Background: an optimization exercise with open tools, aiming at small area, a short achievable clock period and few clock cycles. Do not read the settings as production practice.
Where RTL was checked, it was by simulation tests only, not by an equivalence proof against the original.
Function not checked in runs 5 and 6: the RTL went through the layout flow alone.
No activity file was given, so power comes from the tool's default toggle rates.

--- standard.sh ---
#!/bin/bash
# synth_recipe.tcl (not shown) runs the flow's synth.tcl, then flattens the netlist and writes it again
# the make line also repeats each setting of config.mk as NAME=value (left out here)
make -C /OpenROAD-flow-scripts/flow DESIGN_CONFIG=/design/flow/config.mk WORK_HOME=/design/flow/orfs CLKGATE_MAP_FILE= SYNTH_SCRIPT=/design/flow/synth_recipe.tcl "${@:-finish}"
--- design.v ---
`timescale 1ns / 1ps
module CacheController(
    rst,
    clk,
    wr,
    rd,
    data_rd,
    data_wr,
    addr_req,
    addr_resp,
    rdy,
    busy,
    wr_mem,
    rd_mem,
    busy_mem,
    data_rd_mem,
    data_wr_mem,
    addr_mem,
    cache_miss_count,
    cache_hit_count
    );
    input  rst; 
    input  clk; 
    input  wr;
    input  rd;
    output [31:0] data_rd;
    reg    [31:0] data_rd;
    input  [31:0] data_wr;
    input  [31:0] addr_req;
    output [31:0] addr_resp;
    reg    [31:0] addr_resp;
    output rdy;
    reg    rdy;
    output busy;
    output  wr_mem;
    output  rd_mem;
    input   busy_mem;
    input  [31:0] data_rd_mem;
    output [31:0] data_wr_mem;
    output [31:0] addr_mem;
    output [31:0] cache_miss_count;
    reg    [31:0] cache_miss_count;
    output [31:0] cache_hit_count;
    reg    [31:0] cache_hit_count;
    reg [15:0]  cache_valid;
    reg [23:0]  cache_tag [15:0];
    wire [3:0]  addr_index = addr_req[7:4];
    assign busy        = busy_mem;
    assign rd_mem      = rd & ~rst;
    assign wr_mem      = wr & ~rst;
    assign addr_mem    = addr_req;
    assign data_wr_mem = data_wr;
    wire accept = (rd | wr) & ~busy_mem;
    reg         v1;
    reg  [31:0] a1;
    reg  [31:0] d1;
    reg  [23:0] old_tag;
    reg         old_valid;
    wire [23:0] a1_tag   = a1[31:8];
    wire [3:0]  a1_index = a1[7:4];
    wire        hit      = old_valid && (old_tag == a1_tag);
    wire        same_line = v1 && (a1_index == addr_index);
    always @(posedge clk) begin
        a1        <= addr_req;
        d1        <= data_rd_mem;
        old_tag   <= same_line ? a1_tag : cache_tag[addr_index];
        old_valid <= same_line | cache_valid[addr_index];
        addr_resp <= a1;
        data_rd   <= d1;
    end
    genvar i;
    generate
        for (i = 0; i < 16; i = i + 1) begin : line
            always @(posedge clk)
                if (v1 && a1_index == i)
                    cache_tag[i] <= a1_tag;
        end
    endgenerate
    always @(posedge clk or posedge rst) begin
        if (rst) begin
            v1               <= 1'b0;
            rdy              <= 1'b0;
            cache_valid      <= 16'h0000;
            cache_hit_count  <= 32'h0;
            cache_miss_count <= 32'h0;
        end else begin
            v1  <= accept;
            rdy <= v1;
            if (v1) begin
                cache_valid[a1_index] <= 1'b1;
                if (hit)
                    cache_hit_count  <= cache_hit_count + 1'b1;
                else
                    cache_miss_count <= cache_miss_count + 1'b1;
            end
        end
    end
endmodule
--- flow/run.sh ---
#!/bin/bash
# The standard layout (the standard.sh, unchanged synthesis and steps),
# with the port buffers that global placement inserts made of the smallest
# buffer cell instead of the one buffer_ports picks by itself; the resizer
# still upsizes any that timing or slew needs.
set -euo pipefail
export BUFFER_PORTS_ARGS="-buffer_cell sky130_fd_sc_hd__buf_1"
bash standard.sh > standard_flow.log 2>&1
--- config.mk ---
export PLATFORM = sky130hd
export DESIGN_NAME = CacheController
export DESIGN_NICKNAME = CacheController
export VERILOG_FILES = /design/flow/design.v
export SDC_FILE = /design/flow/constraint.sdc
export NUM_CORES = 4
export LEC_CHECK = 0
export ABC_CLOCK_PERIOD_IN_PS = 2500
export CAP_MARGIN = 20
export CORE_MARGIN = 2
export CORE_UTILIZATION = 65
export CTS_BUF_LIST = sky130_fd_sc_hd__clkbuf_8
export CTS_CLUSTER_DIAMETER = 60
export CTS_CLUSTER_SIZE = 14
export SETUP_SLACK_MARGIN = 3.7
export SLEW_MARGIN = 20
--- constraint.sdc ---
create_clock -name core_clock -period 6.5 [get_ports {clk}]
set_input_delay 1.3000 -clock core_clock [delete_from_list [all_inputs] [get_ports {clk}]]
set_output_delay 1.3000 -clock core_clock [all_outputs]
set_load 0.01 [all_outputs]
==> impl_metrics.py, run 1 <==
metrics = {
    "sta": {
        "grt_setup_unrepaired": "yes",
        "timing.final.max_slew_violations": 0,
        "period_needed_ps": 2991,
        "hold_viol": 0,
        "final.hold.worst_slack_ps": 324.1,
        "worst_rel_slew_slack_pct": 31.73,
        "min_period_over_period_pct": 46.02,
        "setup-violations-final": 0,
        "worst_slew_pin_slew_ps": 1016,
        "setup-tns-final_ps": 0,
        "worst_clock_skew_ps": 23.75,
        "timing.fmax_mhz": 334.3,
    },
    "worst_setup_path": {
        "crit_buf_inv": 3,
        "critical_path.startpoint_type": "input port",
        "setup.worst_path.end_class": "output pin",
        "worstRegToRegCells": 6,
        "critical_path_required_ps": 5200,
        "path_delay_family": "buffers and inverters",
        "worstReg2RegEnd": "cache_hit_count[1]",
        "timing_worst_setup_path_type": "in2out",
        "rrSetupSlack_ps": 3830,
        "worst-endpoint-arrival_ps": 1690,
        "slowest_stage": "clkbuf_16",
        "crit-reg2reg-launch": "a1[13]",
        "timing.critical_path.fanout_max": 2,
        "critical_path.max_stage_delay_ps": 140,
        "cells_along_the_critical_path": "clkbuf_16, buf_16, buf_6",
        "worst-path-stages": 3,
    },
    "finish": {
        "design.final.nets": 1849,
        "fillers": 2208,
        "n_antenna_cell": 0,
        "layout_cell_share_with_drive_strength_beyond_1_pct": 15.67,
        "layout_overhead_on_the_synthesized_area_pct": 12.92,
        "final_common_cell": "edfxtp_1",
        "final_cell_mix": "edfxtp_1, buf_1, dfxtp_1",
        "final_core_utilization_pct": 74.22,
    },
    "clock_tree": {
        "clkSlewWorstSetupHoldPaths_ps": 80,
        "clock-root-buffer": "clkbuf_8",
        "tritoncts": "done",
        "latest_clock_arrival_within_the_worst_skew_pair_ps": 660,
        "cts-root-to-sink-buffers": 3,
        "cts_max_level": 2,
        "cts_hold_buffers": 0,
        "cts.sinks": 619,
        "cts_buffers": 50,
    },
    "pwr": {
        "p_per_area_nw_per_um2": 272.9,
        "power.ir.vdd_worst_mv": 0.2557,
        "p_total_w": 0.006961,
        "power.leakage_nw": 9.336,
    },
    "grt": {
        "grt_first_pass_wirelength_mm": 82.63,
        "number_of_global_route_vias_before_repair": 13370,
        "grt_start_max_net_pins": 83,
        "global_route.usage.total_pct": 31.21,
        "grt.overflow.total": 0,
        "antenna_found_initial": 1,
    },
    "job": {
        "cap_violations": 0,
    },
    "drt": {
        "dr.first_iter.drc_count": 1537,
        "drt_pre_antenna_iters": 6,
        "route.antenna.remaining_nets": 0,
        "routed_wl_mm": 56.54,
        "drt-wirelength-per-cell_um": 25.29,
        "vias": 14120,
        "post-route-drc-count": 0,
        "vias_per_cell": 6.313,
    },
    "synth": {
        "synth-edff-count": 384,
        "syn_nets": 1607,
        "ys_dominant_reg_cell": "edfxtp_1",
        "ys_types": 68,
        "mappedNetlistArea_sq_um": 22590,
        "synthesis_stage_register_bit_count": 619,
        "sequential_to_total_area_share_from_yosys_stat_pct": 73.68,
        "synth_warnings": 2,
        "syn_area_per_cell_sq_um": 15.07,
        "async_reset_ff_share_pct": 13.25,
        "synthCells": 1499,
    },
    "placement": {
        "dp.final_hpwl_mm": 31.80,
        "placement.io_buffers": 232,
        "gpl.final_weighted_congestion": 0.8576,
    },
    "die": {
        "die_height_um": 190.4,
        "die-width_um": 190.4,
        "num_io_pins": 297,
        "core_area_sq_um": 34370,
        "floorplan.rows": 68,
        "die_area_sq_um": 36260,
        "start_util_pct": 65.73,
    },
    "min_path": {
        "hp-start": "a1[1]",
        "timing.hold.worst_path_depth": 0,
        "worstHoldEndpoint": "addr_resp[1]",
        "holdCritPathClass": "reg2reg",
    },
    "outcome": {
        "run_status": "no timing/DRC/antenna violations",
    },
}
==> worst max path at each step <==
stage,startpoint,endpoint
after floorplan,rd,rd_mem
after global placement,addr_req[7],addr_mem[7]
after detailed placement,addr_req[7],old_tag[3]
after CTS,addr_req[7],addr_mem[7]
after global routing,addr_req[7],addr_mem[7]
final,addr_req[7],addr_mem[7]
==> cell families after synthesis <==
| family | share of synthesized area, % |
|---|---|
| buf+inv | 3.932 |
| simple gates | 8.081 |
| mux | 1.911 |
| xor+xnor | 3.528 |
| flops | 73.68 |
| fa+ha+maj | 0.3877 |
| compound gates | 8.479 |
==> power by group <==
group	switching [W]	internal, W
Combinational	0.000304	0.000233
Sequential	0.000115	0.00433
Clock	0.00122	0.000763
==> worst register-to-register path, cell delays in order (launching register included) <==
cell,delay (ps)
dfxtp_1,780
xnor2_1,220
nand4_1,120
nor4_1,490
and2_2,500
nand2_1,150
mux2_2,290
==> layout make-up <==
class	count	area (sq um)	share of cell area, %
multi-input cells	726	5251	20.58
clock buffers	50	688.2	2.698
repair buffers	324	2072	8.122
inverters	20	83.83	0.3286
well taps	455	569.3	2.232
clock inverters	42	190.2	0.7455
flip-flops and latches	619	16660	65.29
==> synthesized netlist by cell type, drive strengths merged (4+ instances only) <==
cell type  number  area, sq um
a222oi         13        130.1
a31oi           4        25.02
xnor2          54        473.0
mux4            6        135.1
nor4           11        75.07
a22o           30        262.8
nand3          39        195.2
inv            19        71.32
xor2           37        324.1
nor2b          13        81.33
o21ai          25        125.1
o22ai          20        125.1
buf           104        700.7
a32oi          13        113.9
nor3           35        212.7
nand2b         16        100.1
a32o            8        80.08
and3           11        68.82
nand2          72        270.3
clkbuf         30        112.6
mux2           13        146.4
o32ai           5        43.79
nor2           66        247.7
a21o           14        105.1
dfrtp          82         2052
ha              7        87.58
and2           10        62.56
dfxtp         153         3063
o31ai           8        60.06
and4            7        63.81
nand4          39        259.0
mux2i          15        150.1
a22oi          51        382.9
a221oi         21        183.9
a21oi          32        160.2
edfxtp        384        11530
nor4b           5        80.08
==> state kept, by name, indices dropped and copies added (netlist names), 16 cells and up <==
| register | count |
|---|---|
| data_rd | 32 |
| addr_resp | 32 |
| cache_tag | 384 |
| cache_hit_count | 32 |
| cache_valid | 16 |
| d1 | 32 |
| cache_miss_count | 32 |
| old_tag | 24 |
| a1 | 32 |
==> per-stage QoR <==
stage	setup WS (ps)	instance area (sq um)	instances
floorplan	3703	22610	1499
global placement	2580	23650	2092
detailed placement	2560	23650	2092
CTS	3515	25160	2224
global route	3504	25510	2236
finish	3509	25510	2236
==> layer usage <==
metal | vias to the layer above | part of all wire [%] | track usage (%)
met1 | 6980 | 38 | 43.96
li1 | 6093 | - | -
met2 | 901 | 46 | 48.57
met4 | 2 | 3.3 | 11.06
met3 | 139 | 12 | 6.956
met5 | - | 0.023 | 0
==> what timing repair did <==
| action | in CTS | in global routing |
|---|---|---|
| pin swaps | 5 | 3 |
| resized for setup | 76 | 70 |
| setup endpoints to repair | 124 | 81 |
| cloned | 5 | 0 |
| buffers inserted | 35 | 12 |
Testbench counts, summed over its fixed seeds: cycles 12,016.
==> inputs of run 2 (changes only) <==
--- a/config.mk
+++ b/config.mk
@@ -12,5 +12,5 @@
 export CTS_BUF_LIST = sky130_fd_sc_hd__clkbuf_8
 export CTS_CLUSTER_DIAMETER = 60
 export CTS_CLUSTER_SIZE = 14
-export SETUP_SLACK_MARGIN = 3.7
+export SETUP_SLACK_MARGIN = 3.5
 export SLEW_MARGIN = 20
==> run 2 against run 1 <==
  * Utilization shrank 1.6 points
  * Still clean on timing, DRC and antenna
  * Global-route usage shrank 1.0 points
  * Non-clock buffer count shrank 38
  * Clock skew grew 3.0 ps
  * Worst setup slack lost 120 ps
  * Register-to-register slack lost 210 ps
  * Synthesized cell count is the same
  * Die area is the same
  * Largest cell class unchanged
  * Highest routed layer is now met4
  * Final area shrank 2.2%
  * Critical endpoint is now addr_mem[4]
  * Hold slack lost 3.8 ps
==> impl_metrics.py, run 2 <==
metrics = {
    "pwr": {
        "p_total_w": 0.006936,
        "power.ir.vdd_worst_mv": 0.3191,
        "p_per_area_nw_per_um2": 278.0,
        "power.leakage_nw": 8.948,
    },
    "drt": {
        "drt-wirelength-per-cell_um": 25.17,
        "route.antenna.remaining_nets": 0,
        "routed_wl_mm": 55.40,
        "vias_per_cell": 6.289,
        "dr.first_iter.drc_count": 1682,
        "post-route-drc-count": 0,
        "vias": 13840,
        "drt_pre_antenna_iters": 6,
    },
    "finish": {
        "layoutNonFillerInstCount": 2201,
        "largest_register_ff_count": 384,
        "layout_overhead_on_the_synthesized_area_pct": 10.45,
        "design.final.nets": 1811,
        "fillers": 2314,
        "final_common_cell": "edfxtp_1",
        "final_cell_mix": "edfxtp_1, buf_1, dfxtp_1",
        "regMostFlops": "cache_tag",
        "layout_cell_share_with_drive_strength_beyond_1_pct": 10.77,
        "final_core_utilization_pct": 72.59,
        "final-seq-area_sq_um": 16650,
        "multi_input_area_sq_um": 5206,
    },
    "clock_tree": {
        "cts_max_level": 2,
        "cts_buffers": 50,
        "cts.sinks": 619,
        "tritoncts": "done",
        "latest_clock_arrival_within_the_worst_skew_pair_ps": 620,
        "clock-root-buffer": "clkbuf_8",
        "cts-root-to-sink-buffers": 3,
        "clkSlewWorstSetupHoldPaths_ps": 100,
    },
    "sta": {
        "postLayoutSetupSlackWorst_ps": 3391,
        "period_needed_ps": 3109,
        "min_period_over_period_pct": 47.84,
        "worst_slew_pin_slew_ps": 1122,
        "grt_setup_unrepaired": "yes",
        "setup-violations-final": 0,
        "hold_viol": 0,
        "worst_rel_slew_slack_pct": 24.61,
        "timing.final.max_slew_violations": 0,
        "worst_clock_skew_ps": 26.74,
        "timing.fmax_mhz": 321.6,
        "setup-tns-final_ps": 0,
    },
    "synth": {
        "ys_dominant_reg_cell": "edfxtp_1",
        "mappedNetlistArea_sq_um": 22590,
        "sequential_to_total_area_share_from_yosys_stat_pct": 73.68,
        "synthesis_stage_register_bit_count": 619,
        "synthCells": 1499,
        "ys_types": 68,
        "yosysTopAreaCell": "edfxtp_1",
        "synthTopCellsByCount": "edfxtp_1, dfxtp_1, dfrtp_1",
        "syn_nets": 1607,
        "async_reset_ff_share_pct": 13.25,
        "yosys.cell_count.top_type": "edfxtp_1",
        "syn_area_per_cell_sq_um": 15.07,
        "top_cell_type_s_share_of_synthesized_area_pct": 51.04,
        "synthTopCellsByArea": "edfxtp_1, dfxtp_1, dfrtp_1",
        "synth-edff-count": 384,
        "synth_warnings": 2,
    },
    "grt": {
        "number_of_global_route_vias_before_repair": 13180,
        "grt.overflow.total": 0,
        "grt_start_max_net_pins": 83,
        "global_route.usage.total_pct": 30.18,
        "grt_first_pass_wirelength_mm": 80.68,
        "antenna_found_initial": 0,
    },
    "die": {
        "core_area_sq_um": 34370,
        "start_util_pct": 65.73,
        "floorplan.rows": 68,
        "die_area_sq_um": 36260,
        "die_height_um": 190.4,
        "die-width_um": 190.4,
        "num_io_pins": 297,
    },
    "worst_setup_path": {
        "critical_path.startpoint_type": "input port",
        "timing_worst_setup_path_type": "in2out",
        "rrSetupSlack_ps": 3620,
        "worst-endpoint-arrival_ps": 1810,
        "setup.worst_path.end_class": "output pin",
        "critical_path_required_ps": 5200,
        "timing.critical_path.fanout_max": 11,
    },
    "placement": {
        "dp.final_hpwl_mm": 32.16,
        "dp_slack_ps": 2191,
        "gpl.final_weighted_congestion": 0.8674,
        "placement.io_buffers": 232,
        "place.detailed.instances": 2090,
    },
    "outcome": {
        "run_status": "no timing/DRC/antenna violations",
    },
    "job": {
        "cap_violations": 0,
    },
    "min_path": {
        "holdCritPathClass": "reg2reg",
    },
}
## run 2: path summary, 6_finish.rpt
kind	cells past startpoint	endpoint	start
setup / recovery	4	addr_mem[4]	addr_req[4]
hold / removal	0	data_rd[8]	d1[8]
setup reg to reg	6	cache_hit_count[1]	a1[13]
hold reg to reg	0	data_rd[8]	d1[8]
max in group asynchronous	3	cache_hit_count[12]	rst
min in group asynchronous	3	v1	rst
## run 2: area by class of cell
cell class / instances / share of cell area (%)
tap: 455 / 2.282
antenna: 1 / 0.01003
inverter: 20 / 0.3209
clock buffer: 52 / 2.868
sequential: 619 / 66.72
multi-input combinational: 726 / 20.86
clock inverter: 42 / 0.7872
timing repair buffer: 286 / 6.153
## run 2: where the power goes
group	switching (W)	internal (W)
clock	0.00121	0.000790
sequential	0.000115	0.00433
combinational	0.000294	0.000201
total	0.00162	0.00532
## run 2: cell families after synthesis
logic type      count (synthesis)  share of synthesized area (%)
simple gates                  336                          8.081
xor+xnor                       91                          3.528
compound gates                258                          8.479
buf+inv                       154                          3.932
mux                            34                          1.911
fa+ha+maj                       7                         0.3877
flops                         619                          73.68
## run 2: layer usage
metal  part of all wire [%]  global-route usage [%]  wire (um)
met5                      0                       0          0
met4                    3.0                   10.44       1643
met3                     11                   5.282       6265
met2                     46                   46.87      25440
met1                     40                   43.71      22050
## run 2: what timing repair did
item | CTS | global route
hold buffers | 0 | 0
setup endpoints to repair | 92 | 8
setup buffers | 7 | 2
pin swaps | 2 | 0
gates resized for setup | 32 | 17
gates cloned | 2 | 4
## run 2: critical path, cell delays in order
cell and delay (ps):
buf_16 130, buf_12 140, buf_16 120, buf_6 110
## run 2: metrics by stage
step	instance area [sq um]	hold slack [ps]
6_report	24950	320.2
5_1_grt	24950	329.4
4_1_cts	24800	327.4
3_5_place_dp	23640	312.1
3_3_place_gp	23640	309.6
2_1_floorplan	22600	309.6
==> inputs of run 3 (changes only) <==
--- a/config.mk
+++ b/config.mk
@@ -8,9 +8,9 @@
 export ABC_CLOCK_PERIOD_IN_PS = 2500
 export CAP_MARGIN = 20
 export CORE_MARGIN = 2
-export CORE_UTILIZATION = 65
+export CORE_UTILIZATION = 75
 export CTS_BUF_LIST = sky130_fd_sc_hd__clkbuf_8
 export CTS_CLUSTER_DIAMETER = 60
 export CTS_CLUSTER_SIZE = 14
-export SETUP_SLACK_MARGIN = 3.5
+export SETUP_SLACK_MARGIN = 3.6
 export SLEW_MARGIN = 20
==> run 3 against run 2 <==
  * Still clean on timing, DRC and antenna
  * Sequential power hardly changed
  * Largest power group unchanged
  * Sequential share of layout area grew 0.14 points
  * Highest routed layer unchanged
  * Flip-flop and latch count stayed put
  * Die area shrank 13%
  * Via count up 2.7%
  * Synthesized area unchanged
  * Worst setup slack better by 160 ps
  * Critical path type unchanged
  * Register-to-register slack gained 70 ps
  * First-iteration DRC count grew 13%
==> impl_metrics.py, run 3 <==
metrics = {
    "outcome": {
        "run_status": "no timing/DRC/antenna violations",
    },
    "clock_tree": {
        "latest_clock_arrival_within_the_worst_skew_pair_ps": 610,
        "cts-root-to-sink-buffers": 3,
        "cts_buffers": 50,
        "cts_hold_buffers": 0,
        "cts_max_level": 2,
        "clock-root-buffer": "clkbuf_8",
        "tritoncts": "done",
        "clkSlewWorstSetupHoldPaths_ps": 90,
        "cts.sinks": 619,
    },
    "pwr": {
        "netSwitchingPower_w": 0.001636,
        "power.leakage_nw": 8.992,
        "clock_power_share_pct": 28.4,
        "power.ir.vdd_worst_mv": 0.2397,
        "p_total_w": 0.006908,
        "combinationalPowerShare_pct": 7.1,
        "p_int_w": 0.005272,
        "netSwitchingFraction_pct": 23.68,
        "p_seq_share_pct": 64.4,
        "p_per_area_nw_per_um2": 277.3,
    },
    "min_path": {
        "timing.hold.worst_path_depth": 0,
        "worstHoldEndpoint": "data_rd[24]",
        "holdCritPathClass": "reg2reg",
        "hp-start": "d1[24]",
    },
    "finish": {
        "layout_cell_share_with_drive_strength_beyond_1_pct": 11.66,
        "final_common_cell": "edfxtp_1",
        "n_antenna_cell": 0,
        "largest_register_ff_count": 384,
        "finish.instance_area_sq_um": 24910,
        "final_cell_mix": "edfxtp_1, buf_1, dfxtp_1",
        "regMostFlops": "cache_tag",
        "layout_overhead_on_the_synthesized_area_pct": 10.25,
        "design.final.nets": 1816,
        "final_core_utilization_pct": 84.03,
        "fillers": 1495,
    },
    "grt": {
        "number_of_global_route_vias_before_repair": 14020,
        "grt_start_max_net_pins": 83,
        "global_route.usage.total_pct": 35.34,
        "antenna_found_initial": 0,
        "grt_first_pass_wirelength_mm": 81.61,
        "grt.overflow.total": 0,
    },
    "worst_setup_path": {
        "worstReg2RegEnd": "cache_hit_count[1]",
        "crit-reg2reg-launch": "a1[9]",
        "timing.critical_path.fanout_max": 3,
        "rrSetupSlack_ps": 3690,
        "setup.worst_path.end_class": "output pin",
        "timing_worst_setup_path_type": "in2out",
        "critical_path.startpoint_type": "input port",
        "worst-endpoint-arrival_ps": 1650,
        "critical_path_required_ps": 5200,
        "worstRegToRegCells": 6,
    },
    "synth": {
        "sequential_to_total_area_share_from_yosys_stat_pct": 73.68,
        "synthTopCellsByArea": "edfxtp_1, dfxtp_1, dfrtp_1",
        "synthCells": 1499,
        "mappedNetlistArea_sq_um": 22590,
        "async_reset_ff_share_pct": 13.25,
        "syn_area_per_cell_sq_um": 15.07,
        "synth_warnings": 2,
        "synth-edff-count": 384,
        "synthesis_stage_register_bit_count": 619,
        "ys_dominant_reg_cell": "edfxtp_1",
        "synthTopCellsByCount": "edfxtp_1, dfxtp_1, dfrtp_1",
        "yosysTopAreaCell": "edfxtp_1",
        "top_cell_type_s_share_of_synthesized_area_pct": 51.04,
        "syn_nets": 1607,
        "ys_types": 68,
        "yosys.cell_count.top_type": "edfxtp_1",
    },
    "placement": {
        "placed_area_sq_um": 23530,
        "gpl.final_weighted_congestion": 0.8394,
        "dp_slack_ps": 2317,
        "placement.io_buffers": 232,
        "dp.final_hpwl_mm": 31.98,
    },
    "die": {
        "die_area_sq_um": 31530,
        "die_height_um": 177.6,
        "die-width_um": 177.6,
        "floorplan.rows": 63,
        "num_io_pins": 297,
        "start_util_pct": 76.22,
        "core_area_sq_um": 29640,
    },
    "sta": {
        "worst_clock_skew_ps": 30.70,
        "setup-violations-final": 0,
        "grt_setup_unrepaired": "yes",
        "timing.fmax_mhz": 338.7,
        "postLayoutSetupSlackWorst_ps": 3547,
        "timing.final.max_slew_violations": 0,
        "period_needed_ps": 2953,
        "worst_slew_pin_slew_ps": 1074,
        "min_period_over_period_pct": 45.43,
        "worst_rel_slew_slack_pct": 28.33,
        "hold_viol": 0,
        "setup-tns-final_ps": 0,
    },
    "drt": {
        "vias": 14210,
        "route.antenna.remaining_nets": 0,
        "dr.first_iter.drc_count": 1908,
        "drt_pre_antenna_iters": 5,
        "post-route-drc-count": 0,
        "vias_per_cell": 6.641,
        "routed_wl_mm": 55.22,
        "drt-wirelength-per-cell_um": 25.80,
    },
    "job": {
        "cap_violations": 0,
    },
}
## run 3: logic make-up after synthesis
family                   Yosys count  share of synthesized area [%]
buffers and inverters            154                          3.932
XOR/XNOR                          91                          3.528
AO/OA/AOI/OAI                    258                          8.479
flip-flops                       619                          73.68
AND/OR/NAND/NOR                  336                          8.081
adder cells (fa/ha/maj)            7                         0.3877
multiplexers                      34                          1.911
## run 3: final cells by class
| class | instances | area (sq um) | area share (%) |
|---|---|---|---|
| clock buffers | 51 | 701.9 | 2.818 |
| clock inverters | 43 | 178.9 | 0.7184 |
| inverters | 20 | 83.83 | 0.3366 |
| multi-input cells | 726 | 5213 | 20.93 |
| flip-flops and latches | 619 | 16650 | 66.86 |
| well taps | 390 | 488.0 | 1.959 |
| repair buffers | 291 | 1589 | 6.380 |
## run 3: what timing repair did
| action | 4_1_cts | 5_1_grt |
|---|---|---|
| gates resized for setup | 47 | 17 |
| cloned | 3 | 0 |
| buffers inserted | 14 | 7 |
| setup endpoints to repair | 97 | 22 |
| pin swaps | 3 | 1 |
## run 3: worst max-delay path by stage
| stage | startpoint | endpoint | slack [ps] |
|---|---|---|---|
| final | addr_req[7] | addr_mem[7] | 3550 |
| after floorplan | addr_req[7] | old_tag[10] | 3680 |
| after global placement | addr_req[4] | old_tag[15] | 2430 |
| after detailed placement | addr_req[4] | old_tag[13] | 2320 |
| after CTS | rd | rd_mem | 3530 |
| after global routing | wr | wr_mem | 3500 |
## run 3: per-layer routing
metal  vias up  part of all wire [%]  track usage (%)
met5         -                     0                0
met4         0                   5.3            17.42
met3       222                    14            9.919
met2      1106                    46            54.64
met1      6864                    35            46.78
li1       6020                     -                -
## run 3: per-stage QoR
stage / hold WS, ps / cells
finish: 329.1 / 2140
global route: 333.2 / 2140
CTS: 332.1 / 2132
detailed placement: 312.1 / 2021
global placement: 309.7 / 2021
floorplan: 309.6 / 1499
## run 3: power by group through the flow
stage / Combinational [W] / Sequential (W) / Clock [W]
after floorplan: 0.000308 / 0.00451 / 0
after global placement: 0.000441 / 0.00453 / 0
after detailed placement: 0.000457 / 0.00454 / 0
after CTS: 0.000480 / 0.00445 / 0.00198
after global routing: 0.000525 / 0.00447 / 0.00211
final: 0.000493 / 0.00445 / 0.00196
## run 3: critical path: stages
cell and delay [ps]:
clkbuf_16 130, buf_12 110, buf_6 110
==> inputs of run 4 (changes only) <==
--- a/config.mk
+++ b/config.mk
@@ -8,9 +8,8 @@
 export ABC_CLOCK_PERIOD_IN_PS = 2500
 export CAP_MARGIN = 20
 export CORE_MARGIN = 2
-export CORE_UTILIZATION = 75
-export CTS_BUF_LIST = sky130_fd_sc_hd__clkbuf_8
-export CTS_CLUSTER_DIAMETER = 60
-export CTS_CLUSTER_SIZE = 14
+export CORE_UTILIZATION = 65
+export CTS_CLUSTER_DIAMETER = 100
+export CTS_CLUSTER_SIZE = 20
 export SETUP_SLACK_MARGIN = 3.6
 export SLEW_MARGIN = 20
==> run 4 against run 3 <==
  * Register-to-register slack better by 60 ps
  * Clock skew fell by 5.7 ps
  * Routed wire length shrank 0.65%
  * Clock power rose by 15%
  * Largest cell class unchanged
  * Largest power group unchanged
  * Highest routed layer unchanged
==> impl_metrics.py, run 4 <==
metrics = {
    "min_path": {
        "timing.hold.worst_path_depth": 0,
        "hp-start": "d1[5]",
        "worstHoldEndpoint": "data_rd[5]",
        "holdCritPathClass": "reg2reg",
    },
    "clock_tree": {
        "tritoncts": "done",
        "latest_clock_arrival_within_the_worst_skew_pair_ps": 550,
        "cts_max_level": 2,
        "cts_buffers": 36,
        "clkSlewWorstSetupHoldPaths_ps": 80,
        "cts-root-to-sink-buffers": 3,
        "clock-root-buffer": "clkbuf_16",
        "cts.sinks": 619,
    },
    "finish": {
        "final_cell_mix": "edfxtp_1, buf_1, dfxtp_1",
        "design.final.nets": 1802,
        "layout_cell_share_with_drive_strength_beyond_1_pct": 10.81,
        "regMostFlops": "cache_tag",
        "layout_overhead_on_the_synthesized_area_pct": 11.21,
        "n_antenna_cell": 0,
        "fillers": 2270,
        "final_common_cell": "edfxtp_1",
        "largest_register_ff_count": 384,
    },
    "synth": {
        "mappedNetlistArea_sq_um": 22590,
        "synthCells": 1499,
        "synth-edff-count": 384,
        "async_reset_ff_share_pct": 13.25,
        "sequential_to_total_area_share_from_yosys_stat_pct": 73.68,
        "top_cell_type_s_share_of_synthesized_area_pct": 51.04,
        "synth-compound-area-share_pct": 8.479,
        "synthSimpleGateAreaFrac_pct": 8.080,
        "ys_dominant_reg_cell": "edfxtp_1",
        "ys_types": 68,
        "synth_warnings": 2,
        "yosys.cell_count.top_type": "edfxtp_1",
        "syn_area_per_cell_sq_um": 15.07,
        "yosys.area_share.adder_pct": 0.3877,
        "post_synthesis_mux_area_share_pct": 1.911,
        "synthTopCellsByArea": "edfxtp_1, dfxtp_1, dfrtp_1",
        "dominant_combinational_cell_family_by_area_after_synthesis": "compound AO/OA/AOI/OAI gates",
        "yosys.area_share.xor_xnor_pct": 3.528,
        "yosysTopAreaCell": "edfxtp_1",
        "synthesis_stage_register_bit_count": 619,
        "syn_nets": 1607,
        "synthTopCellsByCount": "edfxtp_1, dfxtp_1, dfrtp_1",
    },
    "placement": {
        "gpl.final_weighted_congestion": 0.8442,
        "dp_slack_ps": 2465,
        "placement.io_buffers": 232,
        "dp.final_hpwl_mm": 31.56,
    },
    "die": {
        "die-width_um": 190.4,
        "core_area_sq_um": 34370,
        "num_io_pins": 297,
        "die_height_um": 190.4,
        "start_util_pct": 65.73,
        "floorplan.rows": 68,
        "die_area_sq_um": 36260,
    },
    "pwr": {
        "power.ir.vdd_worst_mv": 0.2806,
        "power.leakage_nw": 8.878,
        "p_per_area_nw_per_um2": 286.5,
        "p_total_w": 0.007199,
    },
    "sta": {
        "setup-tns-final_ps": 0,
        "period_needed_ps": 3044,
        "timing.fmax_mhz": 328.5,
        "grt_setup_unrepaired": "yes",
        "final.hold.worst_slack_ps": 321.0,
        "timing.final.max_slew_violations": 0,
        "hold_viol": 0,
        "setup-violations-final": 0,
        "worst_slew_pin_slew_ps": 1196,
        "postLayoutSetupSlackWorst_ps": 3456,
        "worst_clock_skew_ps": 25.04,
        "min_period_over_period_pct": 46.84,
        "worst_rel_slew_slack_pct": 19.67,
    },
    "outcome": {
        "run_status": "no timing/DRC/antenna violations",
    },
    "worst_setup_path": {
        "setup.worst_path.end_class": "output pin",
        "worstRegToRegCells": 6,
        "worst-endpoint-arrival_ps": 1740,
        "rrSetupSlack_ps": 3750,
        "critical_path_required_ps": 5200,
        "critical_path.startpoint_type": "input port",
        "worstReg2RegEnd": "cache_hit_count[1]",
        "crit-reg2reg-launch": "a1[8]",
        "timing_worst_setup_path_type": "in2out",
        "timing.critical_path.fanout_max": 17,
    },
    "drt": {
        "vias": 13760,
        "post-route-drc-count": 0,
        "vias_per_cell": 6.324,
        "drt_pre_antenna_iters": 6,
        "route.antenna.remaining_nets": 0,
        "dr.first_iter.drc_count": 1603,
        "routed_wl_mm": 54.86,
        "drt-wirelength-per-cell_um": 25.21,
    },
    "grt": {
        "global_route.usage.total_pct": 30.08,
        "grt.overflow.total": 0,
        "grt_first_pass_wirelength_mm": 80.02,
        "antenna_found_initial": 0,
        "number_of_global_route_vias_before_repair": 12930,
        "grt_start_max_net_pins": 83,
    },
    "job": {
        "cap_violations": 0,
    },
}
run 4: cell count changes in the layout (fill, tap and decap cells not counted), moves of 6 or more:
cell and delta:
buf_6 -6, clkbuf_1 +27, clkbuf_16 +36, clkbuf_8 -51
inv_1 -40
run 4: final cells by class:
type / instances / area, sq um / share of cell area, %
sequential: 619 / 16650 / 66.28
clock inverter: 2 / 25.02 / 0.09960
clock buffer: 63 / 1002 / 3.989
timing repair buffer: 291 / 1583 / 6.300
tap: 455 / 569.3 / 2.266
inverter: 20 / 83.83 / 0.3336
multi-input combinational: 726 / 5209 / 20.73
run 4: worst max path at each step:
stage           startpoint     endpoint  slack (ps)
2_1_floorplan  addr_req[7]  old_tag[10]        3680
3_3_place_gp   addr_req[7]  old_tag[17]        2480
3_5_place_dp   addr_req[7]  old_tag[22]        2460
4_1_cts        addr_req[7]  addr_mem[7]        3130
5_1_grt        addr_req[7]  addr_mem[7]        3450
6_report       addr_req[7]  addr_mem[7]        3460
run 4: metal layers:
| layer | up-vias | GRT usage [%] | part of all wire, % |
|---|---|---|---|
| met1 | 6785 | 43.50 | 40 |
| met4 | 0 | 10.55 | 3.5 |
| met3 | 132 | 5.079 | 11 |
| met2 | 841 | 46.92 | 46 |
| li1 | 6004 | - | - |
| met5 | - | 0 | 0 |
run 4: timing repair:
action / 4_1_cts / 5_1_grt
hold buffers: 0 / 0
hold endpoints to repair: 0 / 0
endpoints found under the setup margin: 94 / 24
gates cloned: 1 / 2
setup buffers: 16 / 1
resized for setup: 40 / 25
pin swaps: 2 / 1
run 4: logic make-up (layout without fill, tap and decap cells):
logic type | count (synthesis) | in the layout
flops | 619 | 619
xor+xnor | 91 | 91
mux | 34 | 34
simple gates | 336 | 336
compound gates | 258 | 258
fa+ha+maj | 7 | 7
buf+inv | 154 | 376
run 4: stage by stage:
stage / area (sq um) / utilization (%) / cells
final: 25130 / 73.10 / 2176
after global routing: 25130 / 73.10 / 2176
after CTS: 24990 / 72.70 / 2173
after detailed placement: 23640 / 68.78 / 2091
after global placement: 23640 / 68.78 / 2091
after floorplan: 22610 / - / 1499
run 4: worst max-delay path: stages:
cell and delay, ps:
buf_16 150, buf_16 130, clkbuf_2 140
run 4: where the power goes:
group / internal (W) / total, W / switching, W
combinational: 0.000203 / 0.000497 / 0.000294
sequential: 0.00433 / 0.00444 / 0.000115
clock: 0.00106 / 0.00226 / 0.00120
total: 0.00559 / 0.00720 / 0.00161
==> inputs of run 5 (changes only) <==
--- a/design.v
+++ b/design.v
@@ -44,6 +44,7 @@
     reg    [31:0] cache_hit_count;
     reg [15:0]  cache_valid;
     reg [23:0]  cache_tag [15:0];
+    wire [23:0] addr_tag   = addr_req[31:8];
     wire [3:0]  addr_index = addr_req[7:4];
     assign busy        = busy_mem;
     assign rd_mem      = rd & ~rst;
@@ -51,20 +52,15 @@
     assign addr_mem    = addr_req;
     assign data_wr_mem = data_wr;
     wire accept = (rd | wr) & ~busy_mem;
+    wire hit    = cache_valid[addr_index] && (cache_tag[addr_index] == addr_tag);
     reg         v1;
+    reg         hit1;
     reg  [31:0] a1;
     reg  [31:0] d1;
-    reg  [23:0] old_tag;
-    reg         old_valid;
-    wire [23:0] a1_tag   = a1[31:8];
-    wire [3:0]  a1_index = a1[7:4];
-    wire        hit      = old_valid && (old_tag == a1_tag);
-    wire        same_line = v1 && (a1_index == addr_index);
     always @(posedge clk) begin
+        hit1      <= hit;
         a1        <= addr_req;
         d1        <= data_rd_mem;
-        old_tag   <= same_line ? a1_tag : cache_tag[addr_index];
-        old_valid <= same_line | cache_valid[addr_index];
         addr_resp <= a1;
         data_rd   <= d1;
     end
@@ -72,8 +68,8 @@
     generate
         for (i = 0; i < 16; i = i + 1) begin : line
             always @(posedge clk)
-                if (v1 && a1_index == i)
-                    cache_tag[i] <= a1_tag;
+                if (accept && addr_index == i)
+                    cache_tag[i] <= addr_tag;
         end
     endgenerate
     always @(posedge clk or posedge rst) begin
@@ -86,9 +82,10 @@
         end else begin
             v1  <= accept;
             rdy <= v1;
+            if (accept)
+                cache_valid[addr_index] <= 1'b1;
             if (v1) begin
-                cache_valid[a1_index] <= 1'b1;
-                if (hit)
+                if (hit1)
                     cache_hit_count  <= cache_hit_count + 1'b1;
                 else
                     cache_miss_count <= cache_miss_count + 1'b1;
--- a/config.mk
+++ b/config.mk
@@ -8,8 +8,9 @@
 export ABC_CLOCK_PERIOD_IN_PS = 2500
 export CAP_MARGIN = 20
 export CORE_MARGIN = 2
-export CORE_UTILIZATION = 65
-export CTS_CLUSTER_DIAMETER = 100
-export CTS_CLUSTER_SIZE = 20
+export CORE_UTILIZATION = 75
+export CTS_BUF_LIST = sky130_fd_sc_hd__clkbuf_8
+export CTS_CLUSTER_DIAMETER = 60
+export CTS_CLUSTER_SIZE = 14
 export SETUP_SLACK_MARGIN = 3.6
 export SLEW_MARGIN = 20
==> run 5 against run 4 <==
  * Clock skew is 0.52 ps higher
  * Sequential share of layout area is 1.6 points lower
  * Still clean on timing, DRC and antenna
  * Sequential power is 5.0% lower
  * Clock-buffer cell count is 13 lower
  * Combinational power is 25% higher
  * Final area is 0.55% lower
  * Global-route usage is 5.8 points higher
==> impl_metrics.py, run 5 <==
metrics = {
    "drt": {
        "vias_per_cell": 6.784,
        "drt_pre_antenna_iters": 7,
        "drt-wirelength-per-cell_um": 27.95,
        "dr.first_iter.drc_count": 2211,
        "vias": 13870,
        "route.antenna.remaining_nets": 0,
        "post-route-drc-count": 0,
        "routed_wl_mm": 57.16,
    },
    "die": {
        "die-width_um": 173.7,
        "floorplan.rows": 62,
        "num_io_pins": 297,
        "die_area_sq_um": 30170,
        "die_height_um": 173.7,
        "start_util_pct": 75.66,
        "core_area_sq_um": 28550,
    },
    "sta": {
        "timing.fmax_mhz": 279.0,
        "min_period_over_period_pct": 55.13,
        "worst_rel_slew_slack_pct": 39.23,
        "grt_setup_unrepaired": "yes",
        "setup-tns-final_ps": 0,
        "postLayoutSetupSlackWorst_ps": 2916,
        "hold_viol": 0,
        "timing.final.max_slew_violations": 0,
        "period_needed_ps": 3584,
        "setup-violations-final": 0,
        "worst_slew_pin_slew_ps": 904.5,
        "worst_clock_skew_ps": 25.57,
    },
    "pwr": {
        "power.ir.vdd_worst_mv": 0.2559,
        "p_per_area_nw_per_um2": 269.0,
        "power.leakage_nw": 9.076,
    },
    "synth": {
        "mappedNetlistArea_sq_um": 21600,
        "sequential_to_total_area_share_from_yosys_stat_pct": 74.85,
        "post_synthesis_mux_area_share_pct": 2.653,
        "dominant_combinational_cell_family_by_area_after_synthesis": "compound AO/OA/AOI/OAI gates",
        "yosys.area_share.xor_xnor_pct": 3.569,
        "synth-compound-area-share_pct": 8.417,
        "synth-edff-count": 384,
        "synthCells": 1359,
        "ys_dominant_reg_cell": "edfxtp_1",
        "yosysTopAreaCell": "edfxtp_1",
        "synthTopCellsByCount": "edfxtp_1, dfxtp_1, dfrtp_1",
        "yosys.cell_count.top_type": "edfxtp_1",
        "yosys.area_share.adder_pct": 0.4055,
        "top_cell_type_s_share_of_synthesized_area_pct": 53.39,
        "synth_warnings": 2,
        "ys_types": 67,
        "syn_nets": 1467,
        "async_reset_ff_share_pct": 13.78,
        "syn_area_per_cell_sq_um": 15.89,
        "synthTopCellsByArea": "edfxtp_1, dfxtp_1, dfrtp_1",
        "synthesis_stage_register_bit_count": 595,
        "synthSimpleGateAreaFrac_pct": 6.106,
    },
    "clock_tree": {
        "latest_clock_arrival_within_the_worst_skew_pair_ps": 620,
        "cts_hold_buffers": 0,
        "clock-root-buffer": "clkbuf_8",
        "cts_max_level": 2,
        "cts_buffers": 48,
        "cts.sinks": 595,
        "clkSlewWorstSetupHoldPaths_ps": 100,
        "cts-root-to-sink-buffers": 3,
        "tritoncts": "done",
    },
    "finish": {
        "largest_register_ff_count": 384,
        "final_core_utilization_pct": 87.53,
        "layout_cell_share_with_drive_strength_beyond_1_pct": 18.06,
        "finish.instance_area_sq_um": 24990,
        "regMostFlops": "cache_tag",
        "final_common_cell": "edfxtp_1",
        "final_cell_mix": "edfxtp_1, buf_1, dfxtp_1",
        "layout_overhead_on_the_synthesized_area_pct": 15.69,
        "n_antenna_cell": 0,
        "design.final.nets": 1730,
    },
    "grt": {
        "grt.overflow.total": 0,
        "antenna_found_initial": 0,
        "grt_start_max_net_pins": 83,
        "number_of_global_route_vias_before_repair": 12990,
        "global_route.usage.total_pct": 35.88,
        "grt_first_pass_wirelength_mm": 79.55,
    },
    "job": {
        "cap_violations": 0,
    },
    "worst_setup_path": {
        "setup.worst_path.end_class": "register",
        "critical_path.startpoint_type": "input port",
        "critical_path.max_stage_delay_ps": 580,
        "cells_along_the_critical_path": "buf_12, inv_4, ha_4, nor3_2, and2_4, a22o_1, a2111oi_2, xor2_1, nand4_1, or4_4, nor4_4",
        "slowest_stage": "or4_4",
        "worst-endpoint-arrival_ps": 4110,
        "critical_path_required_ps": 7030,
        "timing.critical_path.fanout_max": 11,
        "timing_worst_setup_path_type": "in2reg",
    },
    "placement": {
        "gpl.final_weighted_congestion": 0.8549,
        "dp.final_hpwl_mm": 28.57,
        "dp_slack_ps": 1237,
        "placed_area_sq_um": 22540,
        "placement.io_buffers": 232,
    },
    "min_path": {
        "holdCritPathClass": "reg2reg",
    },
    "outcome": {
        "run_status": "no timing/DRC/antenna violations",
    },
}
==> run 5: cell types whose count changed after synthesis, moves of 13 or more <==
cell	change
a22oi_1	-14
buf_2	-13
dfxtp_1	-24
nor2_1	-21
nor3_1	-19
o22ai_1	-15
==> run 5: timing repair <==
action / in CTS / in global routing
pin swaps: 10 / 30
endpoints found under the setup margin: 410 / 185
setup buffers: 28 / 33
gates resized for setup: 146 / 63
cloned: 10 / 7
==> run 5: layout make-up <==
class,instances,area (sq um)
repair buffers,335,2445
flip-flops and latches,595,16170
inverters,16,77.57
clock buffers,50,688.2
clock inverters,39,156.4
multi-input cells,626,4974
fillers,1238,3561
well taps,384,480.5
==> run 5: cells by family after synthesis <==
| group | Yosys count |
|---|---|
| flops | 595 |
| compound gates | 224 |
| fa+ha+maj | 7 |
| simple gates | 257 |
| xor+xnor | 88 |
| mux | 45 |
| buf+inv | 143 |
==> run 5: stage by stage <==
step / instances / hold slack, ps / power, W
finish: 2045 / 327.9 / 0.006722
global route: 2045 / 331.8 / 0.006892
CTS: 2004 / 329.1 / 0.006639
detailed placement: 1877 / 312.1 / 0.004779
global placement: 1877 / 309.6 / 0.004759
floorplan: 1359 / 309.6 / 0.004616
==> run 5: worst max-delay path: cells and delay by family <==
| family | cells | cell delay [ps] |
|---|---|---|
| and+or+nand+nor | 5 | 1940 |
| AOI/OAI and AO/OA | 2 | 220 |
| adders and majority gates | 1 | 200 |
| buffers and inverters | 2 | 170 |
| xor gates and xnor gates | 1 | 260 |
==> run 5: worst paths after layout <==
kind | from | endpoint | slack (ps) | cells after the start
hold reg to reg | d1[9] | data_rd[9] | 330 | 0
setup / recovery | addr_req[5] | hit1 | 2920 | 11
min in group asynchronous | rst | cache_miss_count[19] | 780 | 3
setup reg to reg | cache_tag[9][11] | hit1 | 3770 | 8
max in group asynchronous | rst | cache_hit_count[27] | 5130 | 4
hold / removal | d1[9] | data_rd[9] | 330 | 0
==> run 5: report_power, final <==
group,switching (W),internal (W),total (W)
registers,0.0000651,0.00415,0.00422
clock network,0.00117,0.000720,0.00189
logic,0.000363,0.000256,0.000620
total,0.00159,0.00513,0.00672
==> run 5: metal layers <==
metal / vias to the layer above / track usage [%] / share of wire (%)
met4: 0 / 16.56 / 6.1
met5: - / 0 / 0
met3: 272 / 7.961 / 14
li1: 5655 / - / -
met1: 6656 / 48.32 / 33
met2: 1290 / 57.17 / 47
==> inputs of run 6 (changes only) <==
--- a/config.mk
+++ b/config.mk
@@ -8,7 +8,7 @@
 export ABC_CLOCK_PERIOD_IN_PS = 2500
 export CAP_MARGIN = 20
 export CORE_MARGIN = 2
-export CORE_UTILIZATION = 75
+export CORE_UTILIZATION = 85
 export CTS_BUF_LIST = sky130_fd_sc_hd__clkbuf_8
 export CTS_CLUSTER_DIAMETER = 60
 export CTS_CLUSTER_SIZE = 14
==> run 6 against run 5 <==
  * The flow now stops in clock tree synthesis
  * Synthesized area stayed put
  * Synthesized cell count unchanged
==> impl_metrics.py, run 6 <==
metrics = {
    "clock_tree": {
        "clock-root-buffer": "clkbuf_8",
        "cts_max_level": 2,
        "cts_hold_buffers": 0,
        "cts-root-to-sink-buffers": 3,
        "cts.repair_timing.setup_buffer_count": 66,
        "cts_repair_resize_count": 200,
        "cts_buffers": 48,
        "cts.sinks": 595,
    },
    "die": {
        "die-width_um": 163.4,
        "die_height_um": 163.4,
        "start_util_pct": 86.27,
        "num_io_pins": 297,
        "floorplan.rows": 58,
    },
    "synth": {
        "synthesis_stage_register_bit_count": 595,
        "synth_warnings": 2,
        "mappedNetlistArea_sq_um": 21600,
        "async_reset_ff_share_pct": 13.78,
        "syn_nets": 1467,
        "ys_types": 67,
        "yosysTopAreaCell": "edfxtp_1",
        "synthTopCellsByCount": "edfxtp_1, dfxtp_1, dfrtp_1",
        "top_cell_type_s_share_of_synthesized_area_pct": 53.39,
        "yosys.cell_count.top_type": "edfxtp_1",
        "synthTopCellsByArea": "edfxtp_1, dfxtp_1, dfrtp_1",
        "synth-edff-count": 384,
        "sequential_to_total_area_share_from_yosys_stat_pct": 74.85,
        "syn_area_per_cell_sq_um": 15.89,
        "synthCells": 1359,
        "ys_dominant_reg_cell": "edfxtp_1",
    },
    "outcome": {
        "flow.stopped_at": "clock tree synthesis",
        "run_status": "stopped before the end",
        "error_line": "[ERROR DPL-0033] detailed placement checks failed during check placement.",
    },
    "placement": {
        "place.detailed.instances": 1827,
        "placement.io_buffers": 232,
        "dp.final_hpwl_mm": 32.10,
        "gpl.final_weighted_congestion": 0.8644,
    },
}
-- run 6: kinds of logic after synthesis --
group           after synthesis  synth area share, %
buf+inv                     143                4.003
compound gates              224                8.417
xor+xnor                     88                3.569
simple gates                257                6.106
flops                       595                74.85
fa+ha+maj                     7               0.4055
mux                          45                2.653
-- run 6: how the worst max path moves through the flow --
stage,from,end
after floorplan,addr_req[4],hit1
after global placement,addr_req[4],hit1
after detailed placement,addr_req[4],hit1
-- run 6: power groups by stage --
stage | logic, W | clock network [W] | registers, W
floorplan | 0.000312 | 0 | 0.00430
global placement | 0.000461 | 0 | 0.00429
detailed placement | 0.000492 | 0 | 0.00431
-- run 6: stage by stage --
stage,setup WS (ps),area [sq um]
detailed placement,1233,22490
global placement,1494,22490
floorplan,3003,21920
==> inputs of run 7 (changes only) <==
--- a/design.v
+++ b/design.v
@@ -52,13 +52,15 @@
     assign addr_mem    = addr_req;
     assign data_wr_mem = data_wr;
     wire accept = (rd | wr) & ~busy_mem;
-    wire hit    = cache_valid[addr_index] && (cache_tag[addr_index] == addr_tag);
     reg         v1;
-    reg         hit1;
     reg  [31:0] a1;
     reg  [31:0] d1;
+    reg  [23:0] old_tag;
+    reg         old_valid;
+    wire        hit1 = old_valid && (old_tag == a1[31:8]);
     always @(posedge clk) begin
-        hit1      <= hit;
+        old_tag   <= cache_tag[addr_index];
+        old_valid <= cache_valid[addr_index];
         a1        <= addr_req;
         d1        <= data_rd_mem;
         addr_resp <= a1;
--- a/config.mk
+++ b/config.mk
@@ -5,10 +5,9 @@
 export SDC_FILE = /design/flow/constraint.sdc
 export NUM_CORES = 4
 export LEC_CHECK = 0
-export ABC_CLOCK_PERIOD_IN_PS = 2500
 export CAP_MARGIN = 20
 export CORE_MARGIN = 2
-export CORE_UTILIZATION = 85
+export CORE_UTILIZATION = 75
 export CTS_BUF_LIST = sky130_fd_sc_hd__clkbuf_8
 export CTS_CLUSTER_DIAMETER = 60
 export CTS_CLUSTER_SIZE = 14
==> run 7 against run 6 <==
  * The run now finishes clean
  * Synthesized cell count rose by 3.8%
  * Synthesized area rose by 2.6%
==> impl_metrics.py, run 7 <==
metrics = {
    "outcome": {
        "run_status": "no timing/DRC/antenna violations",
    },
    "job": {
        "cap_violations": 0,
    },
    "sta": {
        "hold_viol": 0,
        "setup-tns-final_ps": 0,
        "final.hold.worst_slack_ps": 322.7,
        "worst_clock_skew_ps": 35.64,
        "period_needed_ps": 3008,
        "setup-violations-final": 0,
        "worst_rel_slew_slack_pct": 51.02,
        "timing.fmax_mhz": 332.4,
        "min_period_over_period_pct": 46.28,
        "timing.final.max_slew_violations": 0,
        "grt_setup_unrepaired": "yes",
        "worst_slew_pin_slew_ps": 734.7,
    },
    "die": {
        "start_util_pct": 76.76,
        "num_io_pins": 297,
        "core_area_sq_um": 28860,
        "die_area_sq_um": 30930,
        "die_height_um": 175.9,
        "die-width_um": 175.9,
        "floorplan.rows": 62,
    },
    "synth": {
        "sequential_to_total_area_share_from_yosys_stat_pct": 75.15,
        "synthCells": 1410,
        "yosys.cell_count.top_type": "edfxtp_1",
        "synthTopCellsByArea": "edfxtp_1, dfxtp_1, dfrtp_1",
        "mappedNetlistArea_sq_um": 22150,
        "syn_nets": 1518,
        "async_reset_ff_share_pct": 13.25,
        "ys_dominant_reg_cell": "edfxtp_1",
        "synthesis_stage_register_bit_count": 619,
        "top_cell_type_s_share_of_synthesized_area_pct": 52.06,
        "yosysTopAreaCell": "edfxtp_1",
        "synth-edff-count": 384,
        "synthTopCellsByCount": "edfxtp_1, dfxtp_1, dfrtp_1",
        "ys_types": 62,
        "syn_area_per_cell_sq_um": 15.71,
        "synth_warnings": 2,
    },
    "worst_setup_path": {
        "critical_path_required_ps": 5200,
        "timing.critical_path.from": "addr_req[7]",
        "rrSetupSlack_ps": 3850,
        "worstReg2RegEnd": "cache_hit_count[23]",
        "worst-endpoint-arrival_ps": 1710,
        "critical_path.startpoint_type": "input port",
        "crit-reg2reg-launch": "a1[21]",
        "worstRegToRegCells": 6,
        "worstSetupEndpoint": "addr_mem[7]",
        "setup.worst_path.end_class": "output pin",
        "timing.critical_path.fanout_max": 8,
        "timing_worst_setup_path_type": "in2out",
    },
    "grt": {
        "grt_first_pass_wirelength_mm": 80.73,
        "grt.met1_usage_pct": 47.33,
        "gr-usage-met3_pct": 7.619,
        "number_of_global_route_vias_before_repair": 13380,
        "antenna_found_initial": 0,
        "grt.overflow.total": 0,
        "grt_start_max_net_pins": 83,
        "global_route.usage.total_pct": 35.62,
        "busiest_layer": "met2",
        "grt.met2_usage_pct": 56.89,
    },
    "clock_tree": {
        "cts.sinks": 619,
        "clock-root-buffer": "clkbuf_8",
        "clkSlewWorstSetupHoldPaths_ps": 90,
        "latest_clock_arrival_within_the_worst_skew_pair_ps": 620,
        "cts-root-to-sink-buffers": 3,
        "cts_max_level": 2,
        "tritoncts": "done",
        "cts_buffers": 50,
        "cts_hold_buffers": 0,
    },
    "finish": {
        "final_cell_mix": "edfxtp_1, buf_1, dfxtp_1",
        "n_antenna_cell": 0,
        "largest_register_ff_count": 384,
        "final_common_cell": "edfxtp_1",
        "layout_cell_share_with_drive_strength_beyond_1_pct": 15.05,
        "design.final.nets": 1707,
        "final_core_utilization_pct": 85.38,
        "layout_overhead_on_the_synthesized_area_pct": 11.22,
        "regMostFlops": "cache_tag",
    },
    "placement": {
        "placement.io_buffers": 232,
        "dp.final_hpwl_mm": 30.72,
        "gpl.final_weighted_congestion": 0.8248,
    },
    "drt": {
        "drt_pre_antenna_iters": 5,
        "post-route-drc-count": 0,
        "drt-wirelength-per-cell_um": 27.04,
        "vias_per_cell": 6.666,
        "dr.first_iter.drc_count": 2019,
        "route.antenna.remaining_nets": 0,
        "routed_wl_mm": 54.75,
        "vias": 13500,
    },
    "min_path": {
        "holdCritPathClass": "reg2reg",
        "timing.hold.worst_path_depth": 0,
    },
    "pwr": {
        "p_total_w": 0.006935,
        "power.leakage_nw": 8.939,
        "p_per_area_nw_per_um2": 281.5,
        "power.ir.vdd_worst_mv": 0.2586,
    },
}
==> run 7: cell types whose count changed after synthesis, moves of 10 or more <==
cell	change
buf_2	+12
dfxtp_1	+24
a221oi_1	+10
and2_1	+20
a32oi_1	-16
a41oi_1	+13
a22oi_1	+14
and3_1	+11
nor3_2	+15
xnor2_1	+10
==> run 7: layer usage <==
layer	vias up	wire, um
li1	5622	-
met1	6535	18960
met2	1122	26210
met3	219	6712
met4	0	2873
met5	-	0
==> run 7: power by group <==
group / switching, W / total, W / leakage (nW) / internal, W
combinational: 0.000314 / 0.000528 / 2.50 / 0.000214
sequential: 0.0000840 / 0.00441 / 5.84 / 0.00433
clock: 0.00122 / 0.00200 / 0.600 / 0.000780
total: 0.00162 / 0.00693 / 8.94 / 0.00532
==> run 7: worst min path at each step <==
stage | startpoint | endpoint | slack [ps]
2_1_floorplan | a1[0] | addr_resp[0] | 310
6_report | d1[13] | data_rd[13] | 320
3_3_place_gp | d1[15] | data_rd[15] | 310
4_1_cts | d1[13] | data_rd[13] | 320
5_1_grt | d1[22] | data_rd[22] | 340
3_5_place_dp | d1[18] | data_rd[18] | 310
==> run 7: final cells by class <==
type	instances	area [sq um]
clock buffers	51	701.9
clock inverters	43	200.2
fillers	1332	4220
inverters	15	60.06
multi-input cells	644	4805
flip-flops and latches	619	16650
well taps	384	480.5
repair buffers	269	1744
==> run 7: per-stage QoR <==
| stage | setup slack (ps) | cell area [sq um] | cells |
|---|---|---|---|
| 6_report | 3492 | 24640 | 2025 |
| 5_1_grt | 3490 | 24640 | 2025 |
| 4_1_cts | 3472 | 24480 | 2021 |
| 3_5_place_dp | 1958 | 22920 | 1911 |
| 3_3_place_gp | 2017 | 22920 | 1911 |
| 2_1_floorplan | 3597 | 22260 | 1410 |
==> run 7: timing repair <==
item | 4_1_cts | 5_1_grt
cloned | 7 | 1
gates resized for setup | 167 | 26
setup endpoints to repair | 422 | 59
setup buffers | 9 | 3
pin swaps | 2 | 2
==> run 7: cell families (layout without fill, tap and decap cells) <==
group | count (synthesis) | after routing | share of synthesized area (%)
AO/OA/AOI/OAI | 222 | 222 | 7.744
XOR/XNOR | 89 | 89 | 3.519
adder cells (fa/ha/maj) | 7 | 7 | 0.3954
buffers and inverters | 150 | 378 | 3.875
flip-flops | 619 | 619 | 75.15
multiplexers | 36 | 36 | 2.056
AND/OR/NAND/NOR | 287 | 290 | 7.264
==> run 7: worst max-delay path, cell delays in order <==
cell	delay, ps
clkbuf_16	150
buf_16	130
buf_2	130
Testbench counts of run 7, summed over its fixed seeds: cycles 12,016.
==> inputs of run 8 (changes only) <==
--- a/config.mk
+++ b/config.mk
@@ -7,7 +7,7 @@
 export LEC_CHECK = 0
 export CAP_MARGIN = 20
 export CORE_MARGIN = 2
-export CORE_UTILIZATION = 75
+export CORE_UTILIZATION = 70
 export CTS_BUF_LIST = sky130_fd_sc_hd__clkbuf_8
 export CTS_CLUSTER_DIAMETER = 60
 export CTS_CLUSTER_SIZE = 14
==> run 8 against run 7 <==
  * Final area barely moved
  * Routed wire length fell by 3.4%
  * Synthesized cell count is the same
  * Register-to-register slack lost 40 ps
  * Critical endpoint is now cache_tag[1][5]
  * Die area increased by 7.0%
  * Clock skew shrank 18 ps
  * Still clean
  * Global-route usage is 3.6 points lower
  * Total power decreased by 1.1%
  * Sequential share of layout area hardly changed
  * Largest power group unchanged
  * Synthesized area unchanged
==> impl_metrics.py, run 8 <==
metrics = {
    "grt": {
        "grt.overflow.total": 0,
        "antenna_found_initial": 0,
        "global_route.usage.total_pct": 32.02,
        "grt_start_max_net_pins": 79,
        "grt_first_pass_wirelength_mm": 78.23,
        "number_of_global_route_vias_before_repair": 12770,
    },
    "pwr": {
        "power.leakage_nw": 8.922,
        "netSwitchingPower_w": 0.001587,
        "power.ir.vdd_worst_mv": 0.2272,
        "clock_power_share_pct": 28.3,
        "p_total_w": 0.006862,
        "p_per_area_nw_per_um2": 278.7,
        "netSwitchingFraction_pct": 23.12,
        "p_int_w": 0.005275,
        "p_seq_share_pct": 64.2,
        "combinationalPowerShare_pct": 7.5,
    },
    "worst_setup_path": {
        "timing_worst_setup_path_type": "in2reg",
        "slowest_stage": "and2_2",
        "timing.critical_path.fanout_max": 29,
        "worst-endpoint-arrival_ps": 3240,
        "critical_path.startpoint_type": "input port",
        "cells_along_the_critical_path": "buf_6, inv_1, ha_1, buf_6, and2_2, buf_4, and2_2",
        "critical_path.max_stage_delay_ps": 440,
        "setup.worst_path.end_class": "register",
        "critical_path_required_ps": 6770,
    },
    "synth": {
        "synthesis_stage_register_bit_count": 619,
        "syn_area_per_cell_sq_um": 15.71,
        "async_reset_ff_share_pct": 13.25,
        "synthCells": 1410,
        "sequential_to_total_area_share_from_yosys_stat_pct": 75.15,
        "synthTopCellsByCount": "edfxtp_1, dfxtp_1, dfrtp_1",
        "ys_dominant_reg_cell": "edfxtp_1",
        "yosysTopAreaCell": "edfxtp_1",
        "top_cell_type_s_share_of_synthesized_area_pct": 52.06,
        "ys_types": 62,
        "synth-edff-count": 384,
        "mappedNetlistArea_sq_um": 22150,
        "synth_warnings": 2,
        "yosys.cell_count.top_type": "edfxtp_1",
        "syn_nets": 1518,
        "synthTopCellsByArea": "edfxtp_1, dfxtp_1, dfrtp_1",
    },
    "clock_tree": {
        "latest_clock_arrival_within_the_worst_skew_pair_ps": 610,
        "cts-root-to-sink-buffers": 3,
        "cts_buffers": 50,
        "clock-root-buffer": "clkbuf_8",
        "cts.sinks": 619,
        "clkSlewWorstSetupHoldPaths_ps": 90,
        "tritoncts": "done",
        "cts_max_level": 2,
    },
    "die": {
        "die_height_um": 181.9,
        "die-width_um": 181.9,
        "core_area_sq_um": 31390,
        "floorplan.rows": 65,
        "die_area_sq_um": 33080,
        "start_util_pct": 70.56,
        "num_io_pins": 297,
    },
    "finish": {
        "final_cell_mix": "edfxtp_1, buf_1, dfxtp_1",
        "final_core_utilization_pct": 78.43,
        "layout_overhead_on_the_synthesized_area_pct": 11.16,
        "largest_register_ff_count": 384,
        "design.final.nets": 1712,
        "fillers": 1800,
        "n_antenna_cell": 0,
        "layout_cell_share_with_drive_strength_beyond_1_pct": 15.19,
        "regMostFlops": "cache_tag",
        "final_common_cell": "edfxtp_1",
    },
    "outcome": {
        "run_status": "no timing/DRC/antenna violations",
    },
    "min_path": {
        "holdCritPathClass": "reg2reg",
    },
    "sta": {
        "worst_slew_pin_slew_ps": 782.9,
        "min_period_over_period_pct": 45.64,
        "final.hold.worst_slack_ps": 323.8,
        "hold_viol": 0,
        "setup-violations-final": 0,
        "worst_rel_slew_slack_pct": 47.75,
        "timing.fmax_mhz": 337.1,
        "setup-tns-final_ps": 0,
        "timing.final.max_slew_violations": 0,
        "grt_setup_unrepaired": "yes",
        "period_needed_ps": 2967,
        "worst_clock_skew_ps": 17.60,
    },
    "drt": {
        "drt_pre_antenna_iters": 6,
        "post-route-drc-count": 0,
        "route.antenna.remaining_nets": 0,
        "vias": 13090,
        "routed_wl_mm": 52.91,
        "dr.first_iter.drc_count": 1588,
        "vias_per_cell": 6.391,
        "drt-wirelength-per-cell_um": 25.84,
    },
    "job": {
        "cap_violations": 0,
    },
    "placement": {
        "gpl.final_weighted_congestion": 0.8555,
        "dp.final_hpwl_mm": 30.16,
        "placement.io_buffers": 232,
    },
}
## run 8: cell types whose count changed in the layout (fill, tap and decap cells not counted), sizes merged
cell,delta
inv,+3
clkinv,-2
and2,+6
bufbuf,-2
bufinv,-1
clkbuf,+1
## run 8: cell families after synthesis
family | share of synthesized area [%]
fa+ha+maj | 0.3954
mux | 2.056
simple gates | 7.264
compound gates | 7.744
xor+xnor | 3.519
buf+inv | 3.875
flops | 75.15
## run 8: stage by stage
stage / std cells / cell area [sq um] / setup slack, ps
2_1_floorplan: 1410 / 22260 / 3597
3_3_place_gp: 1928 / 22930 / 2085
3_5_place_dp: 1928 / 22930 / 1997
4_1_cts: 2042 / 24460 / 3457
5_1_grt: 2048 / 24620 / 3504
6_report: 2048 / 24620 / 3533
## run 8: worst max-delay path: cells and delay by family
family | cells | cell delay [ps]
adder cells (fa/ha/maj) | 1 | 220
buffers and inverters | 4 | 890
AND/OR/NAND/NOR | 2 | 810
## run 8: area by class of cell
cell class / count / area (sq um) / area share (%)
timing repair buffer: 268 / 1694 / 6.880
inverter: 15 / 60.06 / 0.2439
sequential: 619 / 16650 / 67.61
tap: 402 / 503.0 / 2.043
clock buffer: 51 / 701.9 / 2.851
multi-input combinational: 650 / 4841 / 19.66
clock inverter: 43 / 176.4 / 0.7165
## run 8: final timing paths
| path | from | to | slack, ps | cells past startpoint |
|---|---|---|---|---|
| min reg2reg | d1[7] | data_rd[7] | 320 | 0 |
| max in group asynchronous | rst | cache_miss_count[6] | 5090 | 4 |
| max | addr_req[5] | cache_tag[1][5] | 3530 | 7 |
| min in group asynchronous | rst | cache_hit_count[20] | 560 | 2 |
| min | d1[7] | data_rd[7] | 320 | 0 |
| max reg2reg | a1[15] | cache_hit_count[23] | 3810 | 6 |
## run 8: routing by layer
metal  vias up  global-route usage, %  wire length [um]
met4         0                  13.03              2312
met3       159                  6.237              5906
met1      6414                  43.53             19400
met2       881                  51.86             25290
met5         -                      0                 0
li1       5634                      -                 -
## run 8: timing repair
action,in CTS,in global routing
hold buffers,0,0
resized for setup,178,18
setup endpoints to repair,407,25
pin swaps,2,0
gates cloned,11,1
endpoints found under the hold margin,0,0
setup buffers,9,4
## run 8: power groups by stage
stage               Sequential (W)  Combinational, W  Clock (W)
finish                     0.00440          0.000514    0.00194
global route               0.00442          0.000550    0.00212
CTS                        0.00441          0.000502    0.00196
detailed placement         0.00450          0.000460          0
global placement           0.00449          0.000447          0
floorplan                  0.00449          0.000285          0

[afterwards: timing with drivers on the ports]
How much do the figures lean on ideal ports? The routed layouts below were timed once more, with nothing changed but the port constraints. Step 1 sets driving cells, clkbuf_16 on the clock port and buf_2 on the other inputs (assumed; they add their load-dependent delay and slew). Step 2 times the ports against the registers' clock, not the clock port: input delays grow and output delays shrink by t, the midpoint of the rising clock arrivals with the driver on. a / b / c = ideal ports / drivers / drivers and shift; a / b = the first two.
| run | t (ns) | slack for setup (ns) | worst hold slack (ns) | worst setup path after step 2 |
|---|---|---|---|---|
| run 1 | 0.698 | 3.509 / 3.408 / 3.002 | 0.324 / 0.324 / 0.324 | input to register |
| run 2 | 0.656 | 3.391 / 3.248 / 2.739 | 0.320 / 0.320 / 0.320 | input to register |
| run 3 | 0.651 | 3.547 / 3.462 / 2.946 | 0.329 / 0.329 / 0.329 | input to register |
| run 4 | 0.593 | 3.456 / 3.274 / 2.927 | 0.321 / 0.321 / 0.321 | input to register |
| run 5 | 0.663 | 2.916 / 2.850 / 2.187 | 0.328 / 0.328 / 0.328 | input to register |
| run 7 | 0.656 | 3.492 / 3.317 / 2.775 | 0.323 / 0.323 / 0.323 | input to register |
| run 8 | 0.649 | 3.533 / 3.370 / 2.754 | 0.324 / 0.324 / 0.324 | input to register |
After both steps every run listed still meets setup and hold. The setup slack of run 8, which loses most, moves by -0.163 ns with the drivers and by -0.779 ns with both steps.
